What follows belongs to an exercise in optimizing a design on an open flow for small area; a production flow would make more cautious choices.
Only simulation tests tie the RTL to the original design; equivalence was not proved.
The clock input has no modelled driver; a real chip could not lean on it and would need a root buffer or a full tree.
Power is estimated from default activity; no workload was simulated.

[flow/design.v]
module MusicBox(clk,rst,out,debug,control);
input  clk,rst;
input  [7:0] control;
output out;
output [7:0] debug;
reg out;
reg [3:0]  clk_dur;
reg [2:0]  clk_tune;
reg [14:0] cnt;
reg [6:0]  pos;
reg [12:0] tune;
function [2:0] inc3;
  input [2:0] x;
  integer i;
  reg c;
  begin
    c = 1'b1;
    for (i = 0; i < 3; i = i + 1) begin
      inc3[i] = x[i] ^ c;
      c = c & x[i];
    end
  end
endfunction
function [3:0] inc4;
  input [3:0] x;
  integer i;
  reg c;
  begin
    c = 1'b1;
    for (i = 0; i < 4; i = i + 1) begin
      inc4[i] = x[i] ^ c;
      c = c & x[i];
    end
  end
endfunction
function [6:0] inc7;
  input [6:0] x;
  integer i;
  reg c;
  begin
    c = 1'b1;
    for (i = 0; i < 7; i = i + 1) begin
      inc7[i] = x[i] ^ c;
      c = c & x[i];
    end
  end
endfunction
function [14:0] inc15;
  input [14:0] x;
  integer i;
  reg c;
  begin
    c = 1'b1;
    for (i = 0; i < 15; i = i + 1) begin
      inc15[i] = x[i] ^ c;
      c = c & x[i];
    end
  end
endfunction
function [12:0] inc13;
  input [12:0] x;
  integer i;
  reg c;
  begin
    c = 1'b1;
    for (i = 0; i < 13; i = i + 1) begin
      inc13[i] = x[i] ^ c;
      c = c & x[i];
    end
  end
endfunction
function [1:0] inc2;
  input [1:0] x;
  inc2 = {x[1] ^ x[0], ~x[0]};
endfunction
reg [3:0] ti;
always @(*)
  case (pos)
      7'd0: ti = 4'd1;
      7'd1: ti = 4'd2;
      7'd2: ti = 4'd3;
      7'd3: ti = 4'd0;
      7'd4: ti = 4'd3;
      7'd5: ti = 4'd0;
      7'd6: ti = 4'd3;
      7'd7: ti = 4'd4;
      7'd8: ti = 4'd5;
      7'd9: ti = 4'd0;
      7'd10: ti = 4'd5;
      7'd11: ti = 4'd0;
      7'd12: ti = 4'd5;
      7'd13: ti = 4'd6;
      7'd14: ti = 4'd4;
      7'd15: ti = 4'd0;
      7'd16: ti = 4'd4;
      7'd17: ti = 4'd0;
      7'd18: ti = 4'd3;
      7'd19: ti = 4'd2;
      7'd20: ti = 4'd2;
      7'd21: ti = 4'd3;
      7'd22: ti = 4'd0;
      7'd23: ti = 4'd0;
      7'd32: ti = 4'd1;
      7'd33: ti = 4'd2;
      7'd34: ti = 4'd3;
      7'd35: ti = 4'd0;
      7'd36: ti = 4'd3;
      7'd37: ti = 4'd0;
      7'd38: ti = 4'd3;
      7'd39: ti = 4'd4;
      7'd40: ti = 4'd5;
      7'd41: ti = 4'd0;
      7'd42: ti = 4'd5;
      7'd43: ti = 4'd0;
      7'd44: ti = 4'd5;
      7'd45: ti = 4'd6;
      7'd46: ti = 4'd4;
      7'd47: ti = 4'd0;
      7'd48: ti = 4'd4;
      7'd49: ti = 4'd0;
      7'd50: ti = 4'd3;
      7'd51: ti = 4'd2;
      7'd52: ti = 4'd2;
      7'd53: ti = 4'd3;
      7'd54: ti = 4'd0;
      7'd55: ti = 4'd0;
      7'd64: ti = 4'd1;
      7'd65: ti = 4'd2;
      7'd66: ti = 4'd3;
      7'd67: ti = 4'd0;
      7'd68: ti = 4'd3;
      7'd69: ti = 4'd0;
      7'd70: ti = 4'd3;
      7'd71: ti = 4'd5;
      7'd72: ti = 4'd6;
      7'd73: ti = 4'd0;
      7'd74: ti = 4'd6;
      7'd75: ti = 4'd0;
      7'd76: ti = 4'd6;
      7'd77: ti = 4'd7;
      7'd78: ti = 4'd8;
      7'd79: ti = 4'd0;
      7'd80: ti = 4'd8;
      7'd81: ti = 4'd0;
      7'd82: ti = 4'd7;
      7'd83: ti = 4'd6;
      7'd84: ti = 4'd7;
      7'd85: ti = 4'd3;
      7'd86: ti = 4'd0;
      7'd87: ti = 4'd0;
      7'd96: ti = 4'd3;
      7'd97: ti = 4'd4;
      7'd98: ti = 4'd5;
      7'd99: ti = 4'd0;
      7'd100: ti = 4'd5;
      7'd101: ti = 4'd0;
      7'd102: ti = 4'd6;
      7'd103: ti = 4'd0;
      7'd104: ti = 4'd7;
      7'd105: ti = 4'd3;
      7'd106: ti = 4'd0;
      7'd107: ti = 4'd0;
      7'd108: ti = 4'd3;
      7'd109: ti = 4'd5;
      7'd110: ti = 4'd4;
      7'd111: ti = 4'd0;
      7'd112: ti = 4'd4;
      7'd113: ti = 4'd0;
      7'd114: ti = 4'd3;
      7'd115: ti = 4'd2;
      7'd116: ti = 4'd3;
    default: ti = 4'd0;
  endcase
reg [12:0] tone;
always @(*)
  case (ti)
      4'd1: tone = 13'd4584;
      4'd2: tone = 13'd3822;
      4'd3: tone = 13'd3405;
      4'd4: tone = 13'd3034;
      4'd5: tone = 13'd2865;
      4'd6: tone = 13'd2551;
      4'd7: tone = 13'd2273;
      4'd8: tone = 13'd2148;
    default: tone = 13'd0;
  endcase
assign debug = tone[7:0];
wire fin   = (pos == 7'd117);
wire split = (pos == 7'd22) | (pos == 7'd54) | (pos == 7'd86) | (pos == 7'd106);
wire rest  = (ti == 4'd0);
wire ge3   = clk_dur[3] | clk_dur[2] | (clk_dur[1] & clk_dur[0]);
wire ge4   = clk_dur[3] | clk_dur[2];
wire ge6   = clk_dur[3] | (clk_dur[2] & clk_dur[1]);
wire ge12  = clk_dur[3] & clk_dur[2];
reg  tick;
always @(*)
  case (control[7:4])
    4'b1110: tick = ge3;
    4'b1101: tick = ge4;
    4'b1011: tick = ge6;
    4'b0111: tick = ge12;
    default: tick = ge4;
  endcase
wire ev    = (clk_tune == 3'd4);
wire last  = cnt[14] & cnt[13];
wire eq    = &(tune | ~tone);
always @(posedge clk or negedge rst)
  if (!rst) begin
    clk_dur <= 0; clk_tune <= 0;
  end else begin
    clk_dur <= tick ? 4'd0 : inc4(clk_dur);
    clk_tune <= ev ? 3'd0 : inc3(clk_tune);
  end
always @(posedge clk or negedge rst)
  if (!rst) begin
    cnt <= 0; pos <= 0;
  end else if (tick) begin
    cnt <= last ? {14'd0, split} : inc15(cnt);
    if (last) if (!fin) pos <= (pos[4:0] == 5'd23) ? {inc2(pos[6:5]), 5'd0} : inc7(pos);
  end
always @(posedge clk or negedge rst)
  if (!rst) begin
    tune <= 0; out <= 1'b1;
  end else begin
    if (last | (ev & eq)) tune <= 0;
    else if (ev) tune <= inc13(tune);
    if (rest) out <= 1'b1;
    else if (!last & ev & eq) out <= ~out;
  end
endmodule
[flow/flow/run.sh]
#!/bin/bash
# Own layout flow: the standard flow (standard.sh) with three changes:
#  - synthesis maps logic with an area-oriented ABC script (flow/synth.tcl, flow/area.abc);
#  - port buffers use the smallest buffer cell;
#  - the clock tree uses small clock buffers and no dummy loads.
set -euo pipefail
W=$(pwd)
sed "s#SYNTH_SCRIPT=[^ ]*#SYNTH_SCRIPT=$W/flow/synth.tcl#" standard.sh > own_standard.sh
bash own_standard.sh \
  "BUFFER_PORTS_ARGS=-buffer_cell sky130_fd_sc_hd__buf_1" \
  "CTS_ARGS=-repair_clock_nets -dont_use_dummy_load -buf_list sky130_fd_sc_hd__clkbuf_8" \
  finish > own_flow.log 2>&1
[flow/flow/area.abc]
strash
&get -n
&fraig -x
&put
scorr
dc2
strash
&get -n
&dch -f
&nf -R 1000
&put
[flow/flow/synth.tcl]
# The standard synthesis (synth_recipe.tcl), except for the technology mapping:
# no half/full adder extraction, and ABC maps with the area-oriented script area.abc.
set own_dir [file dirname [file normalize [info script]]]
proc synth {args} { yosys synth -nofsm -noshare {*}$args }
proc abc {args} {
  set i [lsearch -exact $args -script]
  if {$i >= 0} { lset args [expr {$i + 1}] [file join $::own_dir area.abc] }
  yosys abc {*}$args
}
set ::env(ADDER_MAP_FILE) ""
source $::env(SCRIPTS_DIR)/synth.tcl
# left out here: clear keep_hierarchy, flatten, clean up, hide names made inside functions, write 1_2_yosys.v
[flow/standard.sh]
#!/bin/bash
# synth_recipe.tcl (not shown) runs the flow's synth.tcl, then flattens the netlist and writes it again
# the make line also repeats each setting of config.mk as NAME=value (left out here)
make -C /OpenROAD-flow-scripts/flow DESIGN_CONFIG=/design/flow/config.mk WORK_HOME=/design/flow/orfs CLKGATE_MAP_FILE= SYNTH_SCRIPT=/design/flow/synth_recipe.tcl "${@:-finish}"
[flow/config.mk]
export PLATFORM = sky130hd
export DESIGN_NAME = MusicBox
export DESIGN_NICKNAME = MusicBox
export VERILOG_FILES = /design/flow/design.v
export SDC_FILE = /design/flow/constraint.sdc
export NUM_CORES = 4
export LEC_CHECK = 0
export CAP_MARGIN = 20
export CORE_MARGIN = 2
export CORE_UTILIZATION = 40
export SLEW_MARGIN = 20
[flow/constraint.sdc]
create_clock -name core_clock -period 10.0 [get_ports {clk}]
set_input_delay 2.0000 -clock core_clock [delete_from_list [all_inputs] [get_ports {clk}]]
set_output_delay 2.0000 -clock core_clock [all_outputs]
set_load 0.01 [all_outputs]
==> results of run 1 <==
layout make-up:
type                    instances  area [µm²]
fillers                       546        3000
multi-input cells             211        1170
flip-flops and latches         43        1080
well taps                      72        90.1
clock buffers                   5        68.8
repair buffers                 15        61.3
inverters                      10        37.5
cell usage in the layout (no fill, tap or decap), drive strengths merged, types with 8 or more instances in the layout:
cell    instances
nand2          22
nor2b           8
buf            15
o21ai          14
and3           10
xnor2          12
dfrtp          42
nor3           21
clkinv         10
a21oi          26
nor2           41
and2           11
per-stage QoR:
stage | util | worst slack [ns]
floorplan | - | 5.29
finish | 0.454 | 4.98
global placement | 0.442 | 4.73
global route | 0.454 | 4.50
detailed placement | 0.442 | 4.69
CTS | 0.454 | 4.98
worst paths after layout:
kind / start / end / cells after the start
min in group asynchronous: rst / cnt[11] / 1
max reg2reg: clk_dur[1] / cnt[14] / 16
min: clk_dur[0] / clk_dur[0] / 1
max in group asynchronous: rst / pos[2] / 1
max: pos[1] / debug[7] / 9
min reg2reg: clk_dur[0] / clk_dur[0] / 1
per-layer routing:
| layer | track usage | vias up |
|---|---|---|
| li1 | - | 986 |
| met4 | 0.0569 | 0 |
| met3 | 0.0339 | 4 |
| met1 | 0.221 | 920 |
| met5 | 0 | - |
| met2 | 0.267 | 23 |
critical path: stages, from the launching register on:
cell	delay (ns)
dfrtp_1	0.59
and2_0	0.42
o21ai_0	0.20
a21o_1	0.21
a32oi_1	0.37
and2_0	0.31
nor2_1	0.10
o21ai_0	0.28
clkinv_1	0.11
buf_1	0.14
flip-flops by register name, summed over array words and instances (netlist names):
register  cells
clk_dur       4
pos           7
cnt          15
out           1
clk_tune      3
tune         13
cells by family after synthesis:
family | Yosys count
simple gates | 129
compound gates | 66
flops | 43
xor+xnor | 14
buf+inv | 10
mux | 2
where the power goes:
| part | leakage [nW] | internal [mW] | total (mW) | switching (mW) |
|---|---|---|---|---|
| logic | 0.449 | 0.0238 | 0.0530 | 0.0292 |
| clock network | 0.0359 | 0.0450 | 0.0977 | 0.0527 |
| registers | 0.559 | 0.195 | 0.209 | 0.0135 |
==> flow_summary_export.csv, run 1 <==
group,metric,value,unit
layout,design_area,2500,µm²
clock_tree,cts_sinks,43,
setup_path,cp-start-kind,"flop",
setup_path,crit_fanout,13,
floorplan,coreArea,5510,µm²
routing,wire_per_inst,12.9,µm
setup_path,cp_data_arrival_time,3.02,ns
place,dp.cells,351,
setup_path,critPathRequiredTime,8.00,ns
power_and_ir_drop,power,0.359,mW
logic_synthesis,async_flop_share,1.00,
clock_tree,clkLatencyLatePin,0.29,ns
logic_synthesis,synthCells,264,
power_and_ir_drop,max-vdd-ir-drop,0.0000644,V
routing,drc,0,
floorplan,start_util,0.414,
routing,drt-pass1-iter-count,4,
logic_synthesis,synth-edff-count,0,
routing,route.vias.total,1933,
logic_synthesis,synth_mux_area_frac,0.00932,
job,drv_cap,0,
clock_tree,cts-root-buf,"clkbuf_8",
min_path,min_path_type,"reg -> reg",
floorplan,die_y,79.5,µm
clock_tree,cts_max_path_buffers,2,
clock_tree,numCtsBuffers,5,
sta,slew_headroom,0.380,
logic_synthesis,yosysMostFrequentCell,"dfrtp_1",
power_and_ir_drop,p_leak,1.04,nW
setup_path,regToRegSetupSlack,6.22,ns
sta,fmax,0.199,GHz
sta,worst_hold_slack,0.450,ns
clock_tree,path_clk_slew,0.07,ns
clock_tree,postCtsResizedCells,0,
logic_synthesis,synth_compound_area_frac,0.176,
floorplan,die_area,6330,µm²
sta,fin_crit_sh,0.502,
floorplan,pin_count,19,
layout,drive_gt1_frac,0.0282,
sta,fin_tns_setup,0,ns
place,port_buffers,14,
routing,highest_layer,"met4",
logic_synthesis,synthXorXnorAreaFrac,0.0537,
logic_synthesis,yosys.area_share.simple,0.272,
sta,hold_violations,0,
logic_synthesis,synth-seq-area-share,0.472,
global_route,track_usage,0.166,
clock_tree,htree_num_levels,2,
global_route,grt_max_degree,44,
outcome,outcome,"no timing/DRC/antenna violations",
sta,setup_viol,0,
sta,drv_slew,0,
layout,layoutNonFillerInstCount,356,
power_and_ir_drop,power.density,144,nW/µm²
place,place.gp.congestion,0.843,
global_route,grt_pass1_wl,8.34,mm
logic_synthesis,netlist_area,2280,µm²
floorplan,dieWidth,79.5,µm
sta,worst_clock_skew,0.0132,ns
routing,viasPerCell,5.43,
logic_synthesis,yosysWarnings,1,
logic_synthesis,synth_flop_cell,"dfrtp_1",
routing,drt_iter0_drc,87,
sta,min_period,5.02,ns
logic_synthesis,synth_seq_cells,43,
floorplan,fp-row-count,27,
logic_synthesis,yosys.cell_types.count,38,
logic_synthesis,synth_fa_ha_area_frac,0,
logic_synthesis,syn_area_per_cell,8.64,µm²
logic_synthesis,synth_top_area_cell,"dfrtp_1",
clock_tree,cts_hold_buf,0,
clock_tree,post_cts_buffers,0,
setup_path,crit_path_end_kind,"output port",
place,dpl_cell_area,2430,µm²
global_route,antenna_found_initial,0,
logic_synthesis,syn_nets,274,
global_route,overflow,0,
logic_synthesis,yosysTopAreaCellShare,0.461,
global_route,grt_pass1_vias,1801,
logic_synthesis,synth_top_family_by_area,"simple AND/OR/NAND/NOR gates",
sta,rsz0062_at_grt,"no",
routing,met3_length,115,µm
routing,wl_met1,2.27,mm
clock_tree,tritoncts,"done",
routing,wl_met2,2.15,mm
routing,drtAntennaViolNets,0,
place,place_hpwl,3.31,mm
layout,n_antenna_cell,0,
setup_path,critPathKind,"reg -> out",
layout,final_net_count,296,
sta,tightest_slew,0.930,ns
logic_synthesis,synthTopCellsByArea,"dfrtp_1, nor2_1, a21oi_1",
layout,area_growth,9.65,%
routing,drt_wl_total,4.61,mm
logic_synthesis,synth_commonest_cells,"dfrtp_1, nor2_1, a21oi_1",
==> run 2, diff against run 1 <==
--- a/flow/flow/run.sh
+++ b/flow/flow/run.sh
@@ -8,5 +8,5 @@
 sed "s#SYNTH_SCRIPT=[^ ]*#SYNTH_SCRIPT=$W/flow/synth.tcl#" standard.sh > own_standard.sh
 bash own_standard.sh \
   "BUFFER_PORTS_ARGS=-buffer_cell sky130_fd_sc_hd__buf_1" \
-  "CTS_ARGS=-repair_clock_nets -dont_use_dummy_load -buf_list sky130_fd_sc_hd__clkbuf_8" \
+  "CTS_ARGS=-sink_clustering_enable -repair_clock_nets -dont_use_dummy_load -buf_list {sky130_fd_sc_hd__clkbuf_2 sky130_fd_sc_hd__clkbuf_4 sky130_fd_sc_hd__clkbuf_8}" \
   finish > own_flow.log 2>&1
==> flow_summary_export.csv, run 2 <==
group,metric,value,unit
routing,drtAntennaViolNets,0,
place,place_hpwl,3.31,mm
layout,largest-register,"cnt",
setup_path,cp_data_arrival_time,3.02,ns
clock_tree,postCtsResizedCells,0,
logic_synthesis,syn_nets,274,
routing,drt_iter0_drc,87,
layout,drive_gt1_frac,0.0282,
power_and_ir_drop,max-vdd-ir-drop,0.0000644,V
setup_path,crit_fanout,13,
sta,fin_tns_setup,0,ns
logic_synthesis,yosysTopAreaCellShare,0.461,
floorplan,die_area,6330,µm²
sta,worst_hold_slack,0.450,ns
sta,hold_violations,0,
clock_tree,cts_max_path_buffers,2,
clock_tree,cts_sinks,43,
logic_synthesis,netlist_area,2280,µm²
floorplan,dieWidth,79.5,µm
setup_path,path_cells,"and2_0 > o21ai_0 > a21o_1 > a32oi_1 > and2_0 > nor2_1 > o21ai_0 > clkinv_1 > buf_1",
routing,wire_per_inst,12.9,µm
sta,worst_clock_skew,0.0132,ns
layout,post-route-util,0.454,
logic_synthesis,synthTopCellsByArea,"dfrtp_1, nor2_1, a21oi_1",
sta,drv_slew,0,
power_and_ir_drop,p_leak,1.04,nW
logic_synthesis,yosysWarnings,1,
global_route,track_usage,0.166,
setup_path,cp-start-kind,"flop",
sta,min_period,5.02,ns
layout,regArea,1080,µm²
setup_path,cpPeakStageDelay,0.59,ns
logic_synthesis,synth_commonest_cells,"dfrtp_1, nor2_1, a21oi_1",
floorplan,fp-row-count,27,
logic_synthesis,yosys.cell_types.count,38,
logic_synthesis,synthCells,264,
sta,fmax,0.199,GHz
min_path,min_path_type,"reg -> reg",
sta,setup_viol,0,
place,port_buffers,14,
setup_path,critPathTopFamily,"compound AO/OA/AOI/OAI gates",
floorplan,start_util,0.414,
logic_synthesis,syn_area_per_cell,8.64,µm²
clock_tree,path_clk_slew,0.07,ns
floorplan,pin_count,19,
clock_tree,numCtsBuffers,5,
clock_tree,clkLatencyLatePin,0.29,ns
global_route,grt_max_degree,44,
clock_tree,cts_hold_buf,0,
routing,route.vias.total,1933,
setup_path,crit_slowest_cell,"dfrtp_1",
logic_synthesis,synth_top_area_cell,"dfrtp_1",
layout,design_area,2500,µm²
logic_synthesis,synth_seq_cells,43,
floorplan,die_y,79.5,µm
clock_tree,post_cts_buffers,0,
setup_path,cp_num_buf_inv,2,
global_route,overflow,0,
layout,fill_cells,546,
routing,drt_wl_total,4.61,mm
layout,final_net_count,296,
job,drv_cap,0,
sta,tightest_slew,0.930,ns
global_route,grt_pass1_wl,8.34,mm
clock_tree,htree_num_levels,2,
layout,n_antenna_cell,0,
layout,area_growth,9.65,%
routing,drt-pass1-iter-count,4,
outcome,outcome,"no timing/DRC/antenna violations",
clock_tree,tritoncts,"done",
layout,final_common_cell,"dfrtp_1",
power_and_ir_drop,power.density,144,nW/µm²
logic_synthesis,async_flop_share,1.00,
global_route,grt_pass1_vias,1801,
place,dpl_cell_area,2430,µm²
logic_synthesis,synth_flop_cell,"dfrtp_1",
logic_synthesis,synth-edff-count,0,
layout,largest_reg_flops,15,
setup_path,crit_path_end_kind,"output port",
sta,rsz0062_at_grt,"no",
place,place.gp.congestion,0.843,
routing,drc,0,
logic_synthesis,yosysMostFrequentCell,"dfrtp_1",
sta,fin_crit_sh,0.502,
layout,largestRegisters,"cnt x15, tune x13, pos x7",
logic_synthesis,synth-seq-area-share,0.472,
routing,viasPerCell,5.43,
clock_tree,cts-root-buf,"clkbuf_8",
setup_path,critPathKind,"reg -> out",
layout,multi_input_area,1170,µm²
global_route,antenna_found_initial,0,
sta,slew_headroom,0.380,
layout,layout_common_cells,"dfrtp_1, nor2_1, a21oi_1, nand2_1, nor3_1",
floorplan,coreArea,5510,µm²
setup_path,critPathRequiredTime,8.00,ns
==> run 2: cell families (layout without fill, tap and decap cells) <==
group | Yosys count | count (layout) | share of synthesized area
buf+inv | 10 | 30 | 0.0164
mux | 2 | 2 | 0.00932
compound gates | 66 | 66 | 0.176
xor+xnor | 14 | 14 | 0.0537
simple gates | 129 | 129 | 0.272
flops | 43 | 43 | 0.472
==> run 2: final cells by class <==
class	count	area share
clock buffers	5	0.0275
inverters	10	0.0150
multi-input cells	211	0.467
flip-flops and latches	43	0.430
well taps	72	0.0360
repair buffers	15	0.0245
==> run 2: per-layer routing <==
layer	wire, µm	vias to the layer above	track usage
met3	115	4	0.0339
li1	-	986	-
met5	0	-	0
met1	2270	920	0.221
met2	2150	23	0.267
met4	66	0	0.0569
==> run 2: worst paths after layout <==
check	start	endpoint	slack (ns)	cells past startpoint
worst min register to register	clk_dur[0]	clk_dur[0]	0.45	1
worst max register to register	clk_dur[1]	cnt[14]	6.22	16
min in group asynchronous	rst	cnt[11]	1.85	1
worst min-delay path	clk_dur[0]	clk_dur[0]	0.45	1
worst max-delay path	pos[1]	debug[7]	4.98	9
max in group asynchronous	rst	pos[2]	7.57	1
==> run 2: per-stage QoR <==
step | total power, mW | std cells | worst slack (ns)
detailed placement | 0.266 | 351 | 4.69
global placement | 0.264 | 351 | 4.73
finish | 0.359 | 356 | 4.98
global route | 0.385 | 356 | 4.50
floorplan | 0.251 | 264 | 5.29
CTS | 0.366 | 356 | 4.98
==> run 2: worst reg2reg max path: stages (launching register included) <==
cell,delay [ns]
dfrtp_1,0.37
and2_0,0.25
nand4_1,0.12
nor2_1,0.09
nor3_1,0.05
a41oi_1,0.55
and3_1,0.30
and2_0,0.24
and3_1,0.22
and2_0,0.24
and3_1,0.22
and2_0,0.25
and3_1,0.22
and2_0,0.25
and3_1,0.21
nor2_1,0.04
nor2_1,0.09
==> run 2: power by group <==
group / total, mW / internal, mW / switching, mW
Combinational: 0.0530 / 0.0238 / 0.0292
Sequential: 0.209 / 0.195 / 0.0135
Clock: 0.0977 / 0.0450 / 0.0527
==> run 3, diff against run 2 <==
--- a/flow/flow/run.sh
+++ b/flow/flow/run.sh
@@ -8,5 +8,5 @@
 sed "s#SYNTH_SCRIPT=[^ ]*#SYNTH_SCRIPT=$W/flow/synth.tcl#" standard.sh > own_standard.sh
 bash own_standard.sh \
   "BUFFER_PORTS_ARGS=-buffer_cell sky130_fd_sc_hd__buf_1" \
-  "CTS_ARGS=-sink_clustering_enable -repair_clock_nets -dont_use_dummy_load -buf_list {sky130_fd_sc_hd__clkbuf_2 sky130_fd_sc_hd__clkbuf_4 sky130_fd_sc_hd__clkbuf_8}" \
+  "CTS_ARGS=-sink_clustering_enable -repair_clock_nets -dont_use_dummy_load -root_buf sky130_fd_sc_hd__clkbuf_16 -buf_list sky130_fd_sc_hd__clkbuf_16 -sink_clustering_size 64 -sink_clustering_max_diameter 400 -sink_clustering_levels 1" \
   finish > own_flow.log 2>&1
==> flow_summary_export.csv, run 3 <==
group,metric,value,unit
routing,wire_per_inst,13.0,µm
layout,n_antenna_cell,0,
routing,drt_wl_total,4.62,mm
logic_synthesis,async_flop_share,1.00,
sta,slew_headroom,0.378,
power_and_ir_drop,power,0.409,mW
clock_tree,htree_num_levels,2,
logic_synthesis,synth_commonest_cells,"dfrtp_1, nor2_1, a21oi_1",
global_route,track_usage,0.166,
routing,drtAntennaViolNets,0,
global_route,grt_max_degree,44,
logic_synthesis,synth_top_area_cell,"dfrtp_1",
floorplan,die_y,79.5,µm
min_path,min_path_type,"reg -> reg",
logic_synthesis,yosysWarnings,1,
setup_path,critPathRequiredTime,10.20,ns
power_and_ir_drop,power.density,160,nW/µm²
clock_tree,cts-root-buf,"clkbuf_16",
layout,design_area,2560,µm²
logic_synthesis,yosysTopAreaCellShare,0.461,
layout,largestRegisters,"cnt x15, tune x13, pos x7",
layout,drive_gt1_frac,0.0282,
sta,hold_violations,0,
sta,fin_crit_sh,0.503,
place,port_buffers,14,
floorplan,coreArea,5510,µm²
power_and_ir_drop,p_leak,1.07,nW
global_route,antenna_found_initial,0,
layout,layout_common_cells,"dfrtp_1, nor2_1, a21oi_1, nand2_1, nor3_1",
logic_synthesis,syn_nets,274,
clock_tree,post_cts_buffers,0,
clock_tree,tritoncts,"done",
logic_synthesis,yosys.cell_types.count,38,
outcome,outcome,"no timing/DRC/antenna violations",
job,drv_cap,0,
routing,drc,0,
sta,fin_tns_setup,0,ns
floorplan,dieWidth,79.5,µm
clock_tree,cts_hold_buf,0,
sta,min_period,5.03,ns
layout,largest-register,"cnt",
clock_tree,numCtsBuffers,5,
global_route,grt_pass1_wl,8.40,mm
place,dpl_cell_area,2430,µm²
floorplan,start_util,0.414,
place,pre_cts_ws,4.69,ns
sta,drv_slew,0,
clock_tree,path_clk_slew,0.05,ns
routing,viasPerCell,5.52,
logic_synthesis,synthCells,264,
sta,worst_clock_skew,0.00675,ns
clock_tree,postCtsResizedCells,0,
logic_synthesis,synth_seq_cells,43,
layout,final_common_cell,"dfrtp_1",
logic_synthesis,yosysMostFrequentCell,"dfrtp_1",
routing,drt_iter0_drc,116,
clock_tree,cts_sinks,43,
floorplan,fp-row-count,27,
setup_path,cp_data_arrival_time,5.23,ns
routing,drt-pass1-iter-count,4,
routing,route.vias.total,1966,
global_route,grt_pass1_vias,1830,
logic_synthesis,synth-edff-count,0,
place,place_hpwl,3.31,mm
layout,largest_reg_flops,15,
clock_tree,cts_max_path_buffers,2,
layout,area_growth,12.1,%
logic_synthesis,netlist_area,2280,µm²
setup_path,critPathKind,"in -> reg",
sta,fmax,0.199,GHz
sta,setup_viol,0,
floorplan,pin_count,19,
setup_path,cp-start-kind,"primary input",
logic_synthesis,synthTopCellsByArea,"dfrtp_1, nor2_1, a21oi_1",
sta,setup_ws,4.97,ns
setup_path,crit_fanout,9,
layout,final_net_count,296,
sta,rsz0062_at_grt,"no",
floorplan,die_area,6330,µm²
power_and_ir_drop,max-vdd-ir-drop,0.0000705,V
setup_path,crit_path_end_kind,"flop",
global_route,overflow,0,
place,place.gp.congestion,0.843,
sta,tightest_slew,0.933,ns
logic_synthesis,synth_flop_cell,"dfrtp_1",
logic_synthesis,synth-seq-area-share,0.472,
logic_synthesis,syn_area_per_cell,8.64,µm²
clock_tree,clkLatencyLatePin,0.28,ns
-- run 3: layer usage --
metal,global-route usage,vias to the layer above,part of all wire
met3,0.0339,7,0.026
met4,0.0552,0,0.015
met1,0.222,946,0.49
met5,0,-,0
li1,-,982,-
met2,0.268,31,0.47
-- run 3: report_power, final --
| group | leakage [nW] | total (mW) | internal (mW) | switching (mW) |
|---|---|---|---|---|
| logic | 0.449 | 0.0535 | 0.0238 | 0.0296 |
| registers | 0.559 | 0.209 | 0.195 | 0.0136 |
| clock network | 0.0616 | 0.147 | 0.0882 | 0.0587 |
-- run 3: kinds of logic (layout without fill, tap and decap cells) --
group | Yosys count | count (layout) | synth area share
buffers and inverters | 10 | 30 | 0.0164
and+or+nand+nor | 129 | 129 | 0.272
DFF | 43 | 43 | 0.472
xor gates and xnor gates | 14 | 14 | 0.0537
AOI/OAI and AO/OA | 66 | 66 | 0.176
muxes | 2 | 2 | 0.00932
-- run 3: path summary, 6_finish.rpt --
check                                   to  startpoint  slack [ns]  cells past startpoint
min in group asynchronous           cnt[5]         rst        1.86                      1
worst min register to register  clk_dur[0]  clk_dur[0]        0.45                      1
worst max register to register     cnt[14]  clk_dur[1]        6.21                     16
max in group asynchronous       clk_dur[1]         rst        7.55                      1
worst max-delay path               cnt[14]  control[6]        4.97                     16
worst min-delay path            clk_dur[0]  clk_dur[0]        0.45                      1
-- run 3: worst max-delay path, stage by stage --
cell,delay [ns]
buf_1,0.14
nand4_1,0.10
nor2_1,0.09
nor3_1,0.05
a41oi_1,0.55
and3_1,0.30
and2_0,0.24
and3_1,0.23
and2_0,0.24
and3_1,0.22
and2_0,0.25
and3_1,0.22
and2_0,0.24
and3_1,0.21
nor2_1,0.04
nor2_1,0.09
-- run 3: metrics by stage --
step	util	cells	hold slack, ns
floorplan	-	264	0.420
global placement	0.442	351	0.432
detailed placement	0.442	351	0.441
CTS	0.465	356	0.449
global route	0.465	356	0.481
finish	0.465	356	0.447
-- run 3: layout make-up --
type / count / area (µm²)
sequential: 43 / 1080
clock buffer: 5 / 125
fill: 542 / 2950
multi-input combinational: 211 / 1170
timing repair buffer: 15 / 61.3
inverter: 10 / 37.5
tap: 72 / 90.1
==> run 4, diff against run 3 <==
==> flow/flow/run.sh (replaced) <==
#!/bin/bash
# Own layout flow: the standard flow (standard.sh) with three changes:
#  - synthesis maps logic with an area-oriented ABC script (flow/synth.tcl, flow/area.abc)
#    and without the half/full adder extraction;
#  - port buffers use the smallest buffer cell;
#  - the clock tree has no dummy loads.
# make's full output goes to own_flow.log; each ORFS step keeps its own log under orfs/logs.
set -euo pipefail
W=$(pwd)
sed "s#SYNTH_SCRIPT=[^ ]*#SYNTH_SCRIPT=$W/flow/synth.tcl#" standard.sh > own_standard.sh
bash own_standard.sh \
  "BUFFER_PORTS_ARGS=-buffer_cell sky130_fd_sc_hd__buf_1" \
  "CTS_ARGS=-sink_clustering_enable -repair_clock_nets -dont_use_dummy_load -buf_list sky130_fd_sc_hd__clkbuf_8" \
  finish > own_flow.log 2>&1
==> flow/flow/area.abc (replaced) <==
strash
&get -n
&deepsyn -T 60
&put
strash
&get -n
&dch -f
&nf -R 1000
&put
==> flow_summary_export.csv, run 4 <==
group,metric,value,unit
setup_path,cp-start-kind,"flop",
floorplan,coreArea,5170,µm²
setup_path,path_cells,"xor2_1 > nand2b_1 > o21ai_0 > a21oi_1 > a211o_1 > o21ai_0 > mux2_1 > nand3_1 > nand3b_1 > nand2_1 > and2_0 > o22ai_1 > buf_1",
layout,largestRegisters,"cnt x15, tune x13, pos x7",
sta,slew_headroom,0.384,
routing,route.vias.total,1827,
clock_tree,cts_hold_buf,0,
setup_path,cp_data_arrival_time,3.43,ns
global_route,track_usage,0.157,
floorplan,pin_count,19,
power_and_ir_drop,p_switching,0.0860,mW
routing,wire_per_inst,12.7,µm
layout,layout_common_cells,"dfrtp_1, nor2_1, a21oi_1, nand2_1, nor3_1",
clock_tree,numCtsBuffers,5,
sta,rsz0062_at_grt,"no",
clock_tree,postCtsResizedCells,0,
layout,area_growth,9.64,%
min_path,min_path_type,"reg -> reg",
logic_synthesis,synth_commonest_cells,"dfrtp_1, nor2_1, a21oi_1",
sta,worst_clock_skew,0.0254,ns
place,place.gp.congestion,0.843,
clock_tree,path_clk_slew,0.09,ns
logic_synthesis,synthCells,247,
setup_path,crit_slowest_cell,"dfrtp_1",
setup_path,crit_path_end_kind,"output port",
setup_path,reg2reg_depth,16,
logic_synthesis,synth-seq-area-share,0.494,
layout,largest-register,"cnt",
place,dp.cells,331,
sta,worst_hold_slack,0.502,ns
routing,drt_iter0_drc,51,
setup_path,critPathTopFamily,"compound AO/OA/AOI/OAI gates",
power_and_ir_drop,p_sw_frac,0.250,
min_path,hold_depth,1,
routing,drt_wl_total,4.28,mm
routing,drt-pass1-iter-count,4,
clock_tree,htree_num_levels,2,
setup_path,cpPeakStageDelay,0.60,ns
setup_path,cp_num_cells,13,
clock_tree,cts_max_path_buffers,2,
sta,fin_tns_setup,0,ns
clock_tree,clkLatencyLatePin,0.30,ns
sta,drv_slew,0,
logic_synthesis,yosysTopAreaCellShare,0.482,
sta,hold_violations,0,
global_route,grt_pass1_wl,7.60,mm
logic_synthesis,syn_area_per_cell,8.83,µm²
floorplan,dieWidth,77.8,µm
job,drv_cap,0,
floorplan,fp-row-count,26,
floorplan,die_y,77.8,µm
power_and_ir_drop,power_frac_seq,0.604,
setup_path,crit_fanout,13,
setup_path,critPathMostFrequentCell,"o21ai_0",
routing,drc,0,
layout,fill_cells,508,
logic_synthesis,synth_seq_cells,43,
place,dpl_cell_area,2320,µm²
global_route,grt_pass1_vias,1738,
sta,setup_viol,0,
setup_path,cp_num_buf_inv,1,
power_and_ir_drop,p_leak,1.08,nW
logic_synthesis,synth_flop_cell,"dfrtp_1",
routing,viasPerCell,5.44,
logic_synthesis,yosysWarnings,1,
sta,fmax,0.184,GHz
logic_synthesis,synth_top_area_cell,"dfrtp_1",
power_and_ir_drop,p_int,0.258,mW
sta,fin_crit_sh,0.543,
routing,drtAntennaViolNets,0,
setup_path,critPathKind,"reg -> out",
clock_tree,post_cts_buffers,0,
logic_synthesis,yosysMostFrequentCell,"dfrtp_1",
global_route,antenna_found_initial,0,
layout,largest_reg_flops,15,
layout,layoutNonFillerInstCount,336,
logic_synthesis,async_flop_share,1.00,
power_and_ir_drop,power.density,144,nW/µm²
sta,min_period,5.43,ns
clock_tree,cts-root-buf,"clkbuf_8",
outcome,outcome,"no timing/DRC/antenna violations",
place,port_buffers,14,
power_and_ir_drop,combPwrFrac,0.118,
logic_synthesis,yosys.cell_types.count,33,
global_route,grt_max_degree,44,
clock_tree,cts_sinks,43,
global_route,overflow,0,
layout,n_antenna_cell,0,
place,place_hpwl,3.11,mm
layout,drive_gt1_frac,0.0263,
logic_synthesis,synth-edff-count,0,
setup_path,critPathRequiredTime,8.00,ns
layout,final_net_count,278,
logic_synthesis,netlist_area,2180,µm²
logic_synthesis,syn_nets,257,
floorplan,start_util,0.422,
power_and_ir_drop,max-vdd-ir-drop,0.0000579,V
sta,tightest_slew,0.925,ns
power_and_ir_drop,clockPowerShare,0.278,
logic_synthesis,synthTopCellsByArea,"dfrtp_1, a21oi_1, nor2_1",
floorplan,die_area,6060,µm²
clock_tree,tritoncts,"done",
layout,design_area,2390,µm²
layout,final_common_cell,"dfrtp_1",
==> run 4: per-layer routing <==
layer / GRT usage / wire [µm] / vias to the layer above / share of wire
li1: - / - / 930 / -
met1: 0.195 / 2050 / 859 / 0.48
met2: 0.265 / 2050 / 33 / 0.48
met3: 0.0419 / 130 / 5 / 0.030
met4: 0.0536 / 52 / 0 / 0.012
met5: 0 / 0 / - / 0
==> run 4: worst paths after layout <==
path / startpoint / endpoint / slack (ns)
worst max-delay path: pos[2] / debug[0] / 4.57
worst min-delay path: clk_tune[2] / clk_tune[2] / 0.50
worst max register to register: pos[2] / tune[3] / 5.85
worst min register to register: clk_tune[2] / clk_tune[2] / 0.50
max in group asynchronous: rst / clk_dur[3] / 7.57
min in group asynchronous: rst / clk_tune[1] / 1.84
==> run 4: power groups by stage <==
stage	registers, mW	logic [mW]	clock network (mW)
finish	0.208	0.0408	0.0957
global route	0.212	0.0493	0.109
CTS	0.208	0.0420	0.102
detailed placement	0.211	0.0415	0
global placement	0.211	0.0402	0
floorplan	0.208	0.0325	0
==> run 4: cells by family (layout without fill, tap and decap cells) <==
| group | Yosys count | after routing | share of synthesized area |
|---|---|---|---|
| AOI/OAI and AO/OA | 65 | 65 | 0.177 |
| xor gates and xnor gates | 12 | 12 | 0.0482 |
| buffers and inverters | 6 | 25 | 0.0103 |
| DFF | 43 | 43 | 0.494 |
| muxes | 1 | 1 | 0.00516 |
| and+or+nand+nor | 120 | 120 | 0.265 |
==> run 4: cell type report <==
type                       count  area [µm²]  area share
clock buffer                   5        68.8      0.0288
inverter                       6        22.5     0.00942
multi-input combinational    198        1080       0.452
sequential                    43        1080       0.451
tap                           70        87.6      0.0366
timing repair buffer          14        53.8      0.0225
==> run 4: stage by stage <==
stage                     setup slack (ns)  power [mW]   util
final                                 4.57       0.344  0.462
after global placement                4.88       0.252  0.449
after floorplan                       5.35       0.240      -
after CTS                             4.56       0.351  0.462
after global routing                  4.25       0.370  0.462
after detailed placement              4.89       0.253  0.449
==> run 5, diff against run 4 <==
--- a/flow/flow/run.sh
+++ b/flow/flow/run.sh
@@ -3,7 +3,8 @@
 #  - synthesis maps logic with an area-oriented ABC script (flow/synth.tcl, flow/area.abc)
 #    and without the half/full adder extraction;
 #  - port buffers use the smallest buffer cell;
-#  - the clock tree has no dummy loads.
+#  - the clock tree has no dummy loads, and after CTS flow/post_cts.tcl feeds the leaf clock
+#    buffers straight from the clock port and sizes them down where slew allows.
 # make's full output goes to own_flow.log; each ORFS step keeps its own log under orfs/logs.
 set -euo pipefail
 W=$(pwd)
@@ -11,4 +12,5 @@
 bash own_standard.sh \
   "BUFFER_PORTS_ARGS=-buffer_cell sky130_fd_sc_hd__buf_1" \
   "CTS_ARGS=-sink_clustering_enable -repair_clock_nets -dont_use_dummy_load -buf_list sky130_fd_sc_hd__clkbuf_8" \
+  "POST_CTS_TCL=$W/flow/post_cts.tcl" \
   finish > own_flow.log 2>&1
==> flow/flow/post_cts.tcl (new file) <==
set root [get_cells -quiet clkbuf_0_clk]
if {[llength $root] == 1} {
  set in_net [get_nets -of_objects [get_pins clkbuf_0_clk/A]]
  set out_net [get_nets -of_objects [get_pins clkbuf_0_clk/X]]
  set loads [get_pins -quiet -of_objects $out_net -filter "direction==input"]
  set leaves_only 1
  foreach pin $loads {
    if {![string match clkbuf_* [get_name [get_cells -of_objects $pin]]]} { set leaves_only 0 }
  }
  if {[llength $loads] <= 4 && $leaves_only} {
    foreach pin $loads {
      disconnect_pin $out_net $pin
      connect_pin $in_net $pin
    }
    disconnect_pin $in_net [get_pins clkbuf_0_clk/A]
    delete_instance $root
    delete_net $out_net
  }
}

proc leaf_slew {leaf} {
  set net [get_nets -of_objects [get_pins [get_name $leaf]/X]]
  set worst 0.0
  foreach p [get_pins -of_objects $net -filter "direction==input"] {
    set s [get_property $p slew_max]
    if {$s > $worst} { set worst $s }
  }
  return $worst
}

set slew_target 0.095
estimate_parasitics -placement
foreach leaf [get_cells -quiet clkbuf_*] {
  set orig [get_property $leaf ref_name]
  foreach size {sky130_fd_sc_hd__clkbuf_2 sky130_fd_sc_hd__clkbuf_4} {
    replace_cell $leaf $size
    estimate_parasitics -placement
    if {[leaf_slew $leaf] <= $slew_target} { break }
    replace_cell $leaf $orig
    estimate_parasitics -placement
  }
  puts "clock leaf [get_name $leaf]: [get_property $leaf ref_name], slew [leaf_slew $leaf]"
}
--- a/flow/config.mk
+++ b/flow/config.mk
@@ -7,5 +7,5 @@
 export LEC_CHECK = 0
 export CAP_MARGIN = 20
 export CORE_MARGIN = 2
-export CORE_UTILIZATION = 40
+export CORE_UTILIZATION = 60
 export SLEW_MARGIN = 20
==> flow_summary_export.csv, run 5 <==
group,metric,value,unit
sta,slew_headroom,0.393,
layout,layout_common_cells,"dfrtp_1, nor2_1, a21oi_1, nand2_1, nor3_1",
logic_synthesis,netlist_area,2180,µm²
routing,viasPerCell,5.91,
layout,final_net_count,277,
sta,rsz0062_at_grt,"no",
logic_synthesis,synth_flop_cell,"dfrtp_1",
setup_path,critPathRequiredTime,8.00,ns
routing,route.vias.total,1839,
routing,drtAntennaViolNets,0,
clock_tree,clkLatencyLatePin,0.15,ns
layout,largest-register,"cnt",
logic_synthesis,synthCells,247,
layout,fill_cells,282,
setup_path,critPathMostFrequentCell,"o21ai_0",
power_and_ir_drop,max-vdd-ir-drop,0.000101,V
sta,min_period,5.35,ns
logic_synthesis,yosys.cell_types.count,33,
layout,largestRegisters,"cnt x15, tune x13, pos x7",
min_path,min_path_type,"reg -> reg",
sta,drv_slew,0,
routing,drc,0,
setup_path,crit_slowest_cell,"dfrtp_1",
place,port_buffers,14,
floorplan,die_y,64.3,µm
routing,drt-pass1-iter-count,5,
logic_synthesis,synth_top_area_cell,"dfrtp_1",
routing,drt_iter0_drc,195,
setup_path,path_cells,"xor2_1 > nand2b_1 > o21ai_0 > a21oi_1 > a211o_1 > o21ai_0 > mux2_1 > nand3_1 > nand3b_1 > nand2_1 > and2_0 > o22ai_1 > buf_1",
routing,wire_per_inst,13.9,µm
logic_synthesis,synthTopCellsByArea,"dfrtp_1, a21oi_1, nor2_1",
power_and_ir_drop,p_leak,1.07,nW
logic_synthesis,syn_nets,257,
clock_tree,path_clk_slew,0.08,ns
clock_tree,cts_sinks,43,
sta,worst_hold_slack,0.491,ns
power_and_ir_drop,power,0.325,mW
floorplan,dieWidth,64.3,µm
logic_synthesis,synth-seq-area-share,0.494,
logic_synthesis,syn_area_per_cell,8.83,µm²
layout,n_antenna_cell,0,
layout,final_common_cell,"dfrtp_1",
floorplan,coreArea,3420,µm²
setup_path,critPathKind,"reg -> out",
global_route,grt_pass1_wl,7.87,mm
logic_synthesis,synth-edff-count,0,
logic_synthesis,yosysWarnings,1,
sta,worst_clock_skew,0.0180,ns
sta,fmax,0.187,GHz
sta,tightest_slew,0.911,ns
sta,hold_violations,0,
floorplan,start_util,0.638,
setup_path,crit_fanout,13,
place,place.gp.congestion,0.805,
global_route,grt_pass1_vias,1795,
setup_path,cp-start-kind,"flop",
global_route,grt_max_degree,44,
routing,drt_wl_total,4.33,mm
logic_synthesis,yosysMostFrequentCell,"dfrtp_1",
layout,area_growth,7.34,%
sta,fin_tns_setup,0,ns
floorplan,die_area,4130,µm²
layout,largest_reg_flops,15,
logic_synthesis,synth_commonest_cells,"dfrtp_1, nor2_1, a21oi_1",
power_and_ir_drop,power.density,139,nW/µm²
setup_path,cp_data_arrival_time,3.35,ns
logic_synthesis,synth_seq_cells,43,
global_route,track_usage,0.240,
global_route,overflow,0,
logic_synthesis,yosysTopAreaCellShare,0.482,
layout,drive_gt1_frac,0.0226,
setup_path,cpPeakStageDelay,0.62,ns
logic_synthesis,async_flop_share,1.00,
floorplan,fp-row-count,21,
sta,setup_viol,0,
place,place_hpwl,3.05,mm
global_route,antenna_found_initial,0,
outcome,outcome,"no timing/DRC/antenna violations",
setup_path,crit_path_end_kind,"output port",
sta,fin_crit_sh,0.535,
floorplan,pin_count,19,
job,drv_cap,0,
[run 5: cell counts after synthesis]
No cell type changed its count.
[run 5: final timing paths]
| check | start | to | slack (ns) | depth (start not counted) |
|---|---|---|---|---|
| setup / recovery | pos[2] | debug[0] | 4.65 | 13 |
| min in group asynchronous | rst | pos[3] | 1.97 | 1 |
| hold reg to reg | clk_tune[2] | clk_tune[2] | 0.49 | 1 |
| hold / removal | clk_tune[2] | clk_tune[2] | 0.49 | 1 |
| setup reg to reg | pos[2] | tune[1] | 5.80 | 17 |
| max in group asynchronous | rst | tune[10] | 7.44 | 1 |
[run 5: cells by family after synthesis]
family,count (synthesis),share of synthesized area
AND/OR/NAND/NOR,120,0.265
AO/OA/AOI/OAI,65,0.177
flip-flops,43,0.494
XOR/XNOR,12,0.0482
buffers and inverters,6,0.0103
multiplexers,1,0.00516
[run 5: layout make-up]
| type | count | area, µm² | share of cell area |
|---|---|---|---|
| clock buffer | 4 | 48.8 | 0.0208 |
| inverter | 6 | 22.5 | 0.00962 |
| multi-input combinational | 198 | 1080 | 0.462 |
| sequential | 43 | 1080 | 0.460 |
| tap | 46 | 57.6 | 0.0246 |
| timing repair buffer | 14 | 53.8 | 0.0230 |
[run 5: power breakdown]
group / switching, mW / internal (mW) / total, mW
combinational: 0.0217 / 0.0201 / 0.0418
clock: 0.0430 / 0.0322 / 0.0752
sequential: 0.0151 / 0.193 / 0.208
[run 5: metal layers]
metal | track usage | wire length, µm | share of wire
met4 | 0.0559 | 40 | 0.0092
met3 | 0.0493 | 193 | 0.045
met5 | 0 | 0 | 0
met1 | 0.307 | 2010 | 0.47
met2 | 0.419 | 2080 | 0.48
[run 5: per-stage QoR]
stage	worst slack, ns	cell area (µm²)	instances	utilization
floorplan	5.35	2180	247	-
global placement	4.94	2290	307	0.671
detailed placement	4.84	2290	307	0.671
global route	4.30	2340	311	0.685
finish	4.65	2340	311	0.685
[run 5: critical path, delay by kind of cell, from the launching register on]
kind                      cells  cell delay (ns)
buffers and inverters         1             0.18
and+or+nand+nor               5             0.82
DFF                           1             0.62
xor gates and xnor gates      1             0.26
AOI/OAI and AO/OA             5             0.90
muxes                         1             0.43

-- afterwards: timing with drivers on the ports --
In the flow no input, the clock included, has a driving cell. The finished layouts below were timed again as built, in two steps. Step 1, drivers: a clkbuf_16 drives clk and a buf_2 each remaining input, both assumed. Step 2 times the ports against the registers' clock, not the clock port: input delays grow and output delays shrink by t, the midpoint of the rising clock arrivals with the driver on. Three values: no drivers, after step 1, after step 2; two values: the first two.
run	shift t [ns]	slack for setup (ns)	slew at the worst register clock pin (ns)	worst data-port slew with drivers (ns)
run 1	0.311	4.985 / 4.956 / 4.682	0.08 / 0.08	0.03
run 2	0.311	4.985 / 4.956 / 4.682	0.08 / 0.08	0.03
run 3	0.308	4.973 / 4.966 / 4.670	0.06 / 0.06	0.03
run 4	0.314	4.572 / 4.547 / 4.861	0.09 / 0.09	0.03
run 5	0.193	4.646 / 4.597 / 4.789	0.09 / 0.09	0.03
After both steps every run listed still meets setup and hold.
